This design comes from an exercise in tuning for small area on the open sky130 flow, not from production work. The RTL was checked by simulation tests, not by an equivalence proof against the original design.

## job 1140
// Controller_FIR
module Controller_FIR (
    input  [7:0]  VPPG,
    input         Find_Setting,
    input         CLK,
    input         rst_n,
    output [6:0]  DC_Comp,
    output [3:0]  pga_Gain,
    output        LED_IR,
    output        LED_RED,
    output [19:0] Out_RED_Filtered,
    output [19:0] Out_IR_Filtered,
    output [3:0]  LED_Drive
);
export LEC_CHECK = 0
export CAP_MARGIN = 20
export CORE_MARGIN = 2
export CORE_UTILIZATION = 50
export CTS_BUF_LIST = sky130_fd_sc_hd__clkbuf_8
export CTS_CLUSTER_DIAMETER = 60
export CTS_CLUSTER_SIZE = 30
export SLEW_MARGIN = 20
create_clock -name core_clock -period 10.0 [get_ports {CLK}]
standard.sh (not shown) runs the stock make flow with config.mk's settings and CLKGATE_MAP_FILE= SYNTH_SCRIPT=/design/flow/synth_recipe.tcl, a recipe that flattens the netlist after the stock synthesis.
==> flow/flow/run.sh <==
#!/bin/bash
# Standard layout, with the smallest plain buffer (buf_1) for the port buffers.
set -euo pipefail
export BUFFER_PORTS_ARGS="-buffer_cell sky130_fd_sc_hd__buf_1"
bash standard.sh finish > flow_make.log 2>&1
Per the final summary, job 1140 finished and its layout is clean on timing, DRC and antenna.
What job 7317 does differently from job 1140 at the input level:
Settings: CTS_BUF_LIST removed (was sky130_fd_sc_hd__clkbuf_8); ABC_AREA newly set to 1; CTS_CLUSTER_SIZE removed (was 30); CTS_CLUSTER_DIAMETER removed (was 60).
==> flow/flow/run.sh <==
#!/bin/bash
# Standard layout with two changes: the smallest plain buffer (buf_1) for the
# port buffers, and clock tree synthesis without dummy loads.
set -euo pipefail
export BUFFER_PORTS_ARGS="-buffer_cell sky130_fd_sc_hd__buf_1"
export CTS_ARGS="-sink_clustering_enable -repair_clock_nets -sink_clustering_size 24 -sink_clustering_max_diameter 50 -buf_list sky130_fd_sc_hd__clkbuf_8 -dont_use_dummy_load"
bash standard.sh finish > flow_make.log 2>&1
--- outcome ---
Cmp job 7317 and job 1140 / area occupied by multi-input gates / lower: job 7317
Comparing job 7317 against job 1140, there is no change at all in buffer and inverter count on the worst path.
diff inputs: job 7317 => job 1106
Settings: changing CORE_UTILIZATION from 50 to 65.
Notes after the runs:
Routed length per placed instance: job 1106 > job 7317
Against job 7317 as the reference, job 1106 delivers a lower wire length.
Job 1106 has less setup slack than job 7317.
In the metrics for job 1106 and job 7317, the one carrying the higher die span in x is job 7317.
Relative to job 1106, the following input files were edited for job 3062:
Settings: changing CORE_UTILIZATION from 65 to 50; removing ABC_AREA (formerly 1).
--- outcome ---
Diff job 1106 -> job 3062 | area of the mapped netlist | up slightly. Die area was lower in the run labelled job 1106. Area: job 3062 vs job 1106 -> job 3062 larger. The faster design of the two is job 1106; job 3062 tops out lower. Re global-route usage: job 1106 was higher than job 3062. Proportion of cell area occupied by multi-input gates (job 3062 over job 1106): increase, 3.6 points.
Modified inputs, job 565 compared to job 3062
Settings: GPL_TIMING_DRIVEN now 0, previously not set.
Results
- Core utilization of the finished layout ends up higher on job 565.
- Summary of job 565 over job 3062: maximum frequency higher, sequential standard cell area saw little to no change, design area now larger, global-route wire length before repair picked up an extra about 8%.
- Comparing job 3062 and job 565, the higher via count was measured on job 565.
- Diff job 3062 and job 565: register-to-register slack lower in job 3062
- Diff job 3062..job 565 | effective utilization at floorplan | unchanged
- Area added between synthesis and finish on job 565 is up relative to job 3062.
- The setup slack number comes out higher for job 565 vs job 3062.

========
## v40
Another version of the RTL of Controller_FIR (not shown whole).
For scale: roughly 180 flip-flops, roughly 68 I/O pins, roughly 11,000 µm² of cells after synthesis.
export LEC_CHECK = 0
export ABC_AREA = 1
export CAP_MARGIN = 5
export CORE_MARGIN = 2
export CORE_UTILIZATION = 50
export SLEW_MARGIN = 5
create_clock -name core_clock -period 10.0 [get_ports {CLK}]
==> flow/flow/run.sh <==
#!/bin/bash
# Standard layout with two changes: the smallest plain buffer (buf_1) for the
# port buffers, and clock tree synthesis without dummy loads.
set -euo pipefail
export BUFFER_PORTS_ARGS="-buffer_cell sky130_fd_sc_hd__buf_1"
export CTS_ARGS="-sink_clustering_enable -repair_clock_nets -sink_clustering_size 24 -sink_clustering_max_diameter 50 -buf_list sky130_fd_sc_hd__clkbuf_8 -dont_use_dummy_load"
bash standard.sh finish > flow_make.log 2>&1
What v11 does differently from v40 at the input level:
# v40
export LEC_CHECK = 0
export ABC_AREA = 1
export CAP_MARGIN = 5
export CORE_MARGIN = 2
export CORE_UTILIZATION = 50
export SLEW_MARGIN = 5
create_clock -name core_clock -period 10.0 [get_ports {CLK}]
# v11
export LEC_CHECK = 0
export ABC_AREA = 1
export CAP_MARGIN = 20
export CORE_MARGIN = 2
export CORE_UTILIZATION = 50
export CTS_BUF_LIST = sky130_fd_sc_hd__clkbuf_8
export CTS_CLUSTER_DIAMETER = 50
export CTS_CLUSTER_SIZE = 24
export SLEW_MARGIN = 20
create_clock -name core_clock -period 10.0 [get_ports {CLK}]
==> flow/run.sh (new file) <==
#!/bin/bash
# synth_recipe.tcl (not shown) runs the flow's synth.tcl, then flattens the netlist and writes it again
# the make line also repeats each setting of config.mk as NAME=value (left out here)
make -C /OpenROAD-flow-scripts/flow DESIGN_CONFIG=/design/flow/config.mk WORK_HOME=/design/flow/orfs CLKGATE_MAP_FILE= SYNTH_SCRIPT=/design/flow/synth_recipe.tcl finish
removed: flow/flow/run.sh
removed: flow/standard.sh
Findings:
Aggregate global-route resource usage on v11 is up relative to v40.
v11 — final worst setup slack 9.0 ps lower, v40 as reference
Looking at final instance area, v11 sits about 4.6% higher than v40 does.
#### Input delta (v32 over v11)
# v11
export LEC_CHECK = 0
export ABC_AREA = 1
export CAP_MARGIN = 20
export CORE_MARGIN = 2
export CORE_UTILIZATION = 50
export CTS_BUF_LIST = sky130_fd_sc_hd__clkbuf_8
export CTS_CLUSTER_DIAMETER = 50
export CTS_CLUSTER_SIZE = 24
export SLEW_MARGIN = 20
create_clock -name core_clock -period 10.0 [get_ports {CLK}]
# v32
export LEC_CHECK = 0
export ABC_AREA = 1
export CAP_MARGIN = 20
export CORE_MARGIN = 2
export CORE_UTILIZATION = 50
export SLEW_MARGIN = 20
create_clock -name core_clock -period 10.0 [get_ports {CLK}]
==> flow/flow/run.sh (new file) <==
#!/bin/bash
# Standard layout with two changes: the smallest plain buffer (buf_1) for the
# port buffers, and clock tree synthesis without dummy loads.
set -euo pipefail
export BUFFER_PORTS_ARGS="-buffer_cell sky130_fd_sc_hd__buf_1"
export CTS_ARGS="-sink_clustering_enable -repair_clock_nets -sink_clustering_size 45 -sink_clustering_max_diameter 100 -buf_list sky130_fd_sc_hd__clkbuf_16 -dont_use_dummy_load"
bash standard.sh finish > flow_make.log 2>&1
==> flow/standard.sh (new file) <==
#!/bin/bash
# synth_recipe.tcl (not shown) runs the flow's synth.tcl, then flattens the netlist and writes it again
# the make line also repeats each setting of config.mk as NAME=value (left out here)
make -C /OpenROAD-flow-scripts/flow DESIGN_CONFIG=/design/flow/config.mk WORK_HOME=/design/flow/orfs CLKGATE_MAP_FILE= SYNTH_SCRIPT=/design/flow/synth_recipe.tcl "${@:-finish}"
removed: flow/run.sh
Notes after the runs:
The via count was comparable across v11 and v32. Wire: v32 routes less than v11. Changes observed in v32 relative to v11: number of global-route vias before repair fell 189, non-clock buffer share of cell area fell 3.0 points. | clock network contribution to total cell area | v32 vs v11 | 0.21 points higher |. v32 vs v11: sum of routed wire segments on met1 down. v32 ends up with lower utilization than v11 does. Compared with v11, v32 shows a lower cell area. On critical path data required time, the lower figure sits with v32, not v11. Compared with v11, v32 instantiates a smaller number of cells.
The inputs of v50 differ from those of v32 as listed below.
-- flow/flow/run.sh --
<<< v32, line 6
export CTS_ARGS="-sink_clustering_enable -repair_clock_nets -sink_clustering_size 45 -sink_clustering_max_diameter 100 -buf_list sky130_fd_sc_hd__clkbuf_16 -dont_use_dummy_load"
>>> v50, line 6
export CTS_ARGS="-sink_clustering_enable -repair_clock_nets -sink_clustering_size 24 -sink_clustering_max_diameter 50 -buf_list sky130_fd_sc_hd__clkbuf_8 -dont_use_dummy_load"
==> comparison <==
v32 and v50 ended up with roughly the same final clock period utilization by the worst path. | wire length | v32 vs v50 | ≈ equal |. The run with more setup slack is v32; v50 has less. v50 vs. v32: count of placed standard cells in the final layout, fillers left out held, synthesis-to-finish area growth now sits lower.

========
Another version of the RTL of Controller_FIR (not shown whole).
Size: ~1200 cells after synthesis, roughly 68 I/O pins.
Settings: LEC_CHECK=0, ABC_AREA=1, CAP_MARGIN=20, CORE_MARGIN=2, CORE_UTILIZATION=50, SLEW_MARGIN=20; clock period 10.0 ns.
==> flow/flow/run.sh <==
#!/bin/bash
# Standard layout with two changes: the smallest plain buffer (buf_1) for the
# port buffers, and clock tree synthesis without dummy loads.
set -euo pipefail
export BUFFER_PORTS_ARGS="-buffer_cell sky130_fd_sc_hd__buf_1"
export CTS_ARGS="-sink_clustering_enable -repair_clock_nets -sink_clustering_size 30 -sink_clustering_max_diameter 60 -buf_list sky130_fd_sc_hd__clkbuf_8 -dont_use_dummy_load"
bash standard.sh finish > flow_make.log 2>&1
The baseline finished with timing, DRC and antenna clean.
==> next run, changes <==
--- a/flow/flow/run.sh
+++ b/flow/flow/run.sh
@@ -6 +6 @@
-export CTS_ARGS="-sink_clustering_enable -repair_clock_nets -sink_clustering_size 30 -sink_clustering_max_diameter 60 -buf_list sky130_fd_sc_hd__clkbuf_8 -dont_use_dummy_load"
+export CTS_ARGS="-sink_clustering_enable -repair_clock_nets -sink_clustering_size 24 -sink_clustering_max_diameter 50 -buf_list \"sky130_fd_sc_hd__clkbuf_4 sky130_fd_sc_hd__clkbuf_8\" -dont_use_dummy_load"
What happened: Utilization is unchanged; via count is unchanged; cell count does not change; critical path depth does not change.
==> next run, changes <==
--- a/flow/flow/run.sh
+++ b/flow/flow/run.sh
@@ -6 +6 @@
-export CTS_ARGS="-sink_clustering_enable -repair_clock_nets -sink_clustering_size 24 -sink_clustering_max_diameter 50 -buf_list \"sky130_fd_sc_hd__clkbuf_4 sky130_fd_sc_hd__clkbuf_8\" -dont_use_dummy_load"
+export CTS_ARGS="-sink_clustering_enable -repair_clock_nets -sink_clustering_size 24 -sink_clustering_max_diameter 50 -buf_list sky130_fd_sc_hd__clkbuf_8 -dont_use_dummy_load"
After rerunning: The changed run passed the timing, DRC and antenna checks. Non-clock buffer count does not change. Via count does not change. Synthesized cell count stays the same. Worst hold slack is unchanged. Cell area stays the same. Flip-flop and latch count is unchanged. First-iteration DRC count stays the same. Routed wire length does not change. Clock-buffer cell count is unchanged. Maximum frequency is unchanged.

-- afterwards: timing with drivers on the ports --
No port has a modelled driver above. Below, the same layouts with a new extraction and two added sets of constraints.
Step 1 (the two cells are an assumption about what drives the block):
set clk [get_ports {CLK}]
set_driving_cell -lib_cell sky130_fd_sc_hd__clkbuf_16 $clk
set_driving_cell -lib_cell sky130_fd_sc_hd__buf_2 [delete_from_list [all_inputs] $clk]
Step 2 times the ports against the registers' clock, not the clock port: input delays grow and output delays shrink by t, the midpoint of the rising clock arrivals with the driver on.
Three values: no drivers, after step 1, after step 2; two values: the first two.
run | shift t [ns] | setup slack, ns | worst setup path after step 2 | latest minus earliest clock arrival (ns) | worst data-port slew with drivers (ns)
job 1140 | 0.512 | 0.415 / 0.415 / 0.415 | register to register | 0.025 / 0.024 | 0.03
job 7317 | 0.504 | 0.525 / 0.525 / 0.525 | register to register | 0.039 / 0.039 | 0.03
job 1106 | 0.502 | 0.433 / 0.433 / 0.433 | register to register | 0.038 / 0.038 | 0.04
job 3062 | 0.487 | 0.362 / 0.362 / 0.362 | register to register | 0.046 / 0.046 | 0.03
job 565 | 0.514 | 0.392 / 0.392 / 0.392 | register to register | 0.053 / 0.053 | 0.03
v40 | 0.497 | 0.472 / 0.472 / 0.472 | register to register | 0.045 / 0.045 | 0.03
v11 | 0.522 | 0.463 / 0.463 / 0.463 | register to register | 0.020 / 0.021 | 0.04
v32 | 0.472 | 0.478 / 0.478 / 0.478 | register to register | 0.029 / 0.029 | 0.03
v50 | 0.502 | 0.470 / 0.470 / 0.470 | register to register | 0.044 / 0.045 | 0.03
the first run of note 3 | 0.496 | 0.505 / 0.505 / 0.505 | register to register | 0.048 / 0.048 | 0.03
the second run of note 3 | 0.496 | 0.505 / 0.505 / 0.505 | register to register | 0.048 / 0.048 | 0.03
the third run of note 3 | 0.496 | 0.505 / 0.505 / 0.505 | register to register | 0.048 / 0.048 | 0.03
After both steps setup and hold are still met in every run listed.
